From an optimization exercise on the open Yosys and OpenROAD flow, aimed at small area, a short achievable clock period and few clock cycles per item; shortcuts taken in it are not production practice.
Function was checked by simulation only, so behaviour that the tests miss may differ from the original.

job 3683:
==> flow/design.v (excerpt) <==
module cnn_top (
    clk,
    rst_n,
    start,
    done,
    data_bram_wen, data_bram_addr, data_bram_din,
    weight_bram_wen, weight_bram_addr, weight_bram_din,
    feature_bram_wen, feature_bram_addr, feature_bram_din,
    dense_w_bram_wen, dense_w_bram_addr, dense_w_bram_din,
    final_class_out
);
    input             clk;
    input             rst_n;
    input             start;
    output reg        done;
    input             data_bram_wen;
    input      [3:0]  data_bram_addr;
    input      [7:0]  data_bram_din;
    input             weight_bram_wen;
    input      [3:0]  weight_bram_addr;
    input      [7:0]  weight_bram_din;
    input             feature_bram_wen;
    input      [4:0]  feature_bram_addr;
    input      [23:0] feature_bram_din;
    input             dense_w_bram_wen;
    input      [4:0]  dense_w_bram_addr;
    input      [7:0]  dense_w_bram_din;
    output reg [1:0]  final_class_out;
    reg [3:0] cnt;                  
    wire busy = (cnt != 4'd0);
    always @(posedge clk or negedge rst_n) begin
        if (!rst_n) begin
            cnt  <= 4'd0;
            done <= 1'b0;
        end else begin
            if (!busy)
                cnt <= start ? 4'd1 : 4'd0;
            else
                cnt <= (cnt == 4'd10) ? 4'd0 : cnt + 4'd1;
            done <= (cnt == 4'd9);
        end
    end
    wire rot_x = busy && (cnt <= 4'd8);
    function [11:0] benc8;
        input [7:0] v;
        reg [8:0] b;
        integer j;
        begin
            b = {v, 1'b0};
            for (j = 0; j < 4; j = j + 1) begin
                benc8[3*j]   = b[2*j+1] ^ b[2*j];
                benc8[3*j+1] = (b[2*j+2] & ~b[2*j+1] & ~b[2*j]) |
                               (~b[2*j+2] & b[2*j+1] & b[2*j]);
                benc8[3*j+2] = b[2*j+2];
            end
        end
    endfunction
  ...
Size in the first run: roughly 2,600 cells after synthesis, ~76 I/O pins.
clock: 7.0 ns
lec_check: 0
cap_margin: 20
core_margin: 2
core_utilization: 60
place_density: 0.75
setup_slack_margin: 4.0
slew_margin: 20
synth_hierarchical: 1
run.sh (not shown) runs the stock make flow with config.mk's settings and CLKGATE_MAP_FILE= SYNTH_SCRIPT=/design/flow/synth_recipe.tcl, a recipe that flattens the netlist after the stock synthesis.
Testbench counts of job 3683, summed over its fixed seeds: cycles 5,760, inferences 320.
## Diff of input files: job 6729 against job 3683
Settings: an added CTS_CLUSTER_SIZE of 16; a change of CORE_UTILIZATION from 60 to 70; a change of PLACE_DENSITY from 0.75 to 0.82; an added CTS_BUF_LIST of sky130_fd_sc_hd__clkbuf_8; an added CTS_CLUSTER_DIAMETER of 60; a change of SETUP_SLACK_MARGIN from 4.0 to 3.8.
[summary]
Per the final summary, job 6729 finished and its layout is clean on timing, DRC and antenna.
Compared with job 3683, in job 6729 count of filler cells inserted in the layout decreased 19%, data required time of the worst path increased 0.04 ns, number of synthesized flops with an enable pin essentially unchanged, time the final worst path needs with I/O delays and setup increased 0.070 ns.
Share of post-route cells with drive strength above 1 in job 6729 vs job 3683: down 7.9 points
Side by side, count of plain and timing-repair buffers in the layout turned out lower in job 6729 than in job 3683.
In the flow results for job 6729 and job 3683, the utilization after layout is larger on job 6729.


## lane 1
Starting RTL as in the previous note.
clock: 7.0 ns
lec_check: 0
cap_margin: 20
core_margin: 2
core_utilization: 60
cts_buf_list: sky130_fd_sc_hd__clkbuf_8
cts_cluster_diameter: 60
cts_cluster_size: 16
place_density: 0.75
setup_slack_margin: 3.9
slew_margin: 20
synth_hierarchical: 1
Testbench counts of lane 1, summed over its fixed seeds: cycles 5,760, inferences 320.
Setup changes, lane 1 to lane 2
diff --git a/flow/config.mk b/flow/config.mk
--- a/flow/config.mk
+++ b/flow/config.mk
@@ -13,5 +13,5 @@
 export CTS_CLUSTER_SIZE = 16
 export PLACE_DENSITY = 0.75
-export SETUP_SLACK_MARGIN = 3.9
+export SETUP_SLACK_MARGIN = 3.8
 export SLEW_MARGIN = 20
 export SYNTH_HIERARCHICAL = 1
Results
| fmax | lane 2 vs lane 1 | ≈ equal |. Going from lane 1 to lane 2, wire length after detailed routing shrank by a few percent. The origin of the worst setup path comes out s2[12]$_DFF_P_ in one run and c2a[12]$_DFF_P_ in the other, namely in lane 1 and lane 2 respectively. Compared to lane 1, lane 2 has via count 2.2% lower. Compared with lane 1, lane 2 shows non-clock buffer contribution to total cell area lower by 2.0 points. Lower post-layout worst setup margin among lane 2 and lane 1: lane 2. Between lane 2 and lane 1, post-route minimum period is lower for lane 1, lane 2 comes in above that.
Changes in lane 3 relative to lane 2:
diff --git a/flow/config.mk b/flow/config.mk
--- a/flow/config.mk
+++ b/flow/config.mk
@@ -6,4 +6,5 @@
 export NUM_CORES = 4
 export LEC_CHECK = 0
+export ABC_AREA = 1
 export CAP_MARGIN = 20
 export CORE_MARGIN = 2
==> results.txt <==
Main combinational cell family by area after synthesis = simple AND/OR/NAND/NOR gates: lane 3; main combinational cell family by area after synthesis = adder cells: lane 2
Looking only at maximum fanout encountered on the critical timing path, and setting everything else aside, the lower value of lane 3 and lane 2 goes to lane 2.
Lane 2 vs lane 3, capturing instance or port of the critical path: final_class_out[1]$_DFF_P_ vs c1a[19]$_DFF_P_
Lane 3 has design area above what lane 2 had.
Modified inputs, lane 4 compared to lane 3
diff --git a/flow/config.mk b/flow/config.mk
--- a/flow/config.mk
+++ b/flow/config.mk
@@ -6,5 +6,4 @@
 export NUM_CORES = 4
 export LEC_CHECK = 0
-export ABC_AREA = 1
 export CAP_MARGIN = 20
 export CORE_MARGIN = 2
@@ -14,5 +13,5 @@
 export CTS_CLUSTER_SIZE = 16
 export PLACE_DENSITY = 0.75
-export SETUP_SLACK_MARGIN = 3.8
+export SETUP_SLACK_MARGIN = 4.0
 export SLEW_MARGIN = 20
 export SYNTH_HIERARCHICAL = 1
==> comparison <==
No stage failed in lane 4, and the final checks on the layout all came back clean. Going from lane 3 to lane 4, standard cell area after detailed placement went down by 0.0024 mm2, wire length on met3 went down by 19%. Across both runs, via count was lower for lane 4 than for lane 3. Lane 4 vs lane 3 — global-route usage dropped 1.2 points. Lane 4 vs. lane 3: number of non-clock inverters went down by about 90%; sum of net half-perimeters after detailed placement went down by 14%.
Here is what was changed in the inputs of lane 5 compared with lane 4.
diff --git a/flow/config.mk b/flow/config.mk
--- a/flow/config.mk
+++ b/flow/config.mk
@@ -10,8 +10,8 @@
 export CORE_UTILIZATION = 60
 export CTS_BUF_LIST = sky130_fd_sc_hd__clkbuf_8
-export CTS_CLUSTER_DIAMETER = 60
-export CTS_CLUSTER_SIZE = 16
+export CTS_CLUSTER_DIAMETER = 50
+export CTS_CLUSTER_SIZE = 20
 export PLACE_DENSITY = 0.75
-export SETUP_SLACK_MARGIN = 4.0
+export SETUP_SLACK_MARGIN = 3.8
 export SLEW_MARGIN = 20
 export SYNTH_HIERARCHICAL = 1
Combined area of the multi-input logic cells: lane 5 < lane 4
Lane 4 -> lane 5: synthesized instance count delta 0, exact match
Lane 5 vs. lane 4: multi-input gate share of total cell area +0.80 points, cell area reported after detailed placement flat.


## red
Starting RTL as in the previous note.
Settings: LEC_CHECK=0, CAP_MARGIN=20, CORE_MARGIN=2, CORE_UTILIZATION=60, CTS_BUF_LIST=sky130_fd_sc_hd__clkbuf_8, CTS_CLUSTER_DIAMETER=60, CTS_CLUSTER_SIZE=16, PLACE_DENSITY=0.75, SETUP_SLACK_MARGIN=3.7, SLEW_MARGIN=20, SYNTH_HIERARCHICAL=1; clock period 7.0 ns.
The final layout from red, which completed every stage, passed the timing, design-rule and antenna checks at the end of the flow.
Testbench counts of red, summed over its fixed seeds: cycles 5,760, inferences 320.
The following lists how blue was set up differently from red:
Settings: swapping 3.7 for 3.0 in SETUP_SLACK_MARGIN.
Findings:
Compared to red, blue reaches a lower achievable clock. Diff red -> blue | number of filler instances in the final layout | up slightly. Relative to red, synthesis-to-finish area growth has decreased by 0.27 points in blue.
Setup changes, blue to green
Settings: changing SETUP_SLACK_MARGIN from 3.0 to 3.6.
==> results.txt <==
green has completed all stages; timing, DRC and antenna checks passed.
[compare] base=blue new=green: maximum number of pins on one net before global-route repair was more or less identical; utilization after layout held steady.
Looking at timing endpoint of the critical path, the c1a[16] result is from green; the feat[15] one comes from blue.
#### Input delta (orange over green)
Settings: SETUP_SLACK_MARGIN: 3.6 -> 3.4.
==> results.txt <==
Between orange and green, the global-route usage does not differ in any meaningful way.
Sum of negative setup slack essentially unchanged between orange and green.
Summary of orange over green: area of the die held steady; fraction of the core area covered by cells at the end of the flow shows no meaningful change.
orange against green: final area did not really move; worst path setup slack after routing went down; global-route wire length before repair did not really move.
orange vs. green: data arrival time of the critical path went up by 0.17 ns.
Wire length of orange is on par with green.
Looking at startpoint of the worst setup timing path, the feat[9] result is from orange; the feat[15] one comes from green.

-- separate check: timing with driven ports --
No port has a modelled driver above. Below, the same layouts with a new extraction and two added sets of constraints. Step 1, drivers: a clkbuf_16 drives clk and a buf_2 each remaining input, both assumed. Step 2, shift: input delay + t, output delay - t, t = (earliest + latest rising clock arrival at the registers) / 2. This alone moves slack from input paths to output paths. Slacks: no drivers / after step 1 / after step 2; pairs: no drivers / after step 1.
| run | t (ns) | setup WS [ns] | worst hold slack (ns) | worst setup path after step 2 |
|---|---|---|---|---|
| job 3683 | 0.663 | 3.837 / 3.837 / 3.446 | 0.466 / 0.466 / 0.466 | input to register |
| job 6729 | 0.715 | 3.767 / 3.767 / 3.412 | 0.472 / 0.472 / 0.472 | input to register |
| lane 1 | 0.724 | 3.847 / 3.847 / 3.339 | 0.474 / 0.474 / 0.474 | input to register |
| lane 2 | 0.728 | 3.839 / 3.839 / 3.395 | 0.470 / 0.470 / 0.470 | input to register |
| lane 3 | 0.720 | 3.917 / 3.917 / 3.606 | 0.448 / 0.448 / 0.448 | input to register |
| lane 4 | 0.707 | 3.833 / 3.833 / 3.447 | 0.453 / 0.453 / 0.453 | input to register |
| lane 5 | 0.714 | 3.845 / 3.845 / 3.385 | 0.464 / 0.464 / 0.464 | input to register |
| red | 0.727 | 3.797 / 3.797 / 3.395 | 0.470 / 0.470 / 0.470 | input to register |
| blue | 0.726 | 3.496 / 3.496 / 3.406 | 0.468 / 0.468 / 0.468 | input to register |
| green | 0.728 | 3.701 / 3.701 / 3.384 | 0.469 / 0.469 / 0.469 | input to register |
| orange | 0.726 | 3.525 / 3.525 / 3.404 | 0.470 / 0.470 / 0.470 | input to register |
After both steps every run listed still meets setup and hold. For lane 1, which loses most, drivers alone change the setup slack by 0.000 ns; drivers and shift together by -0.508 ns.
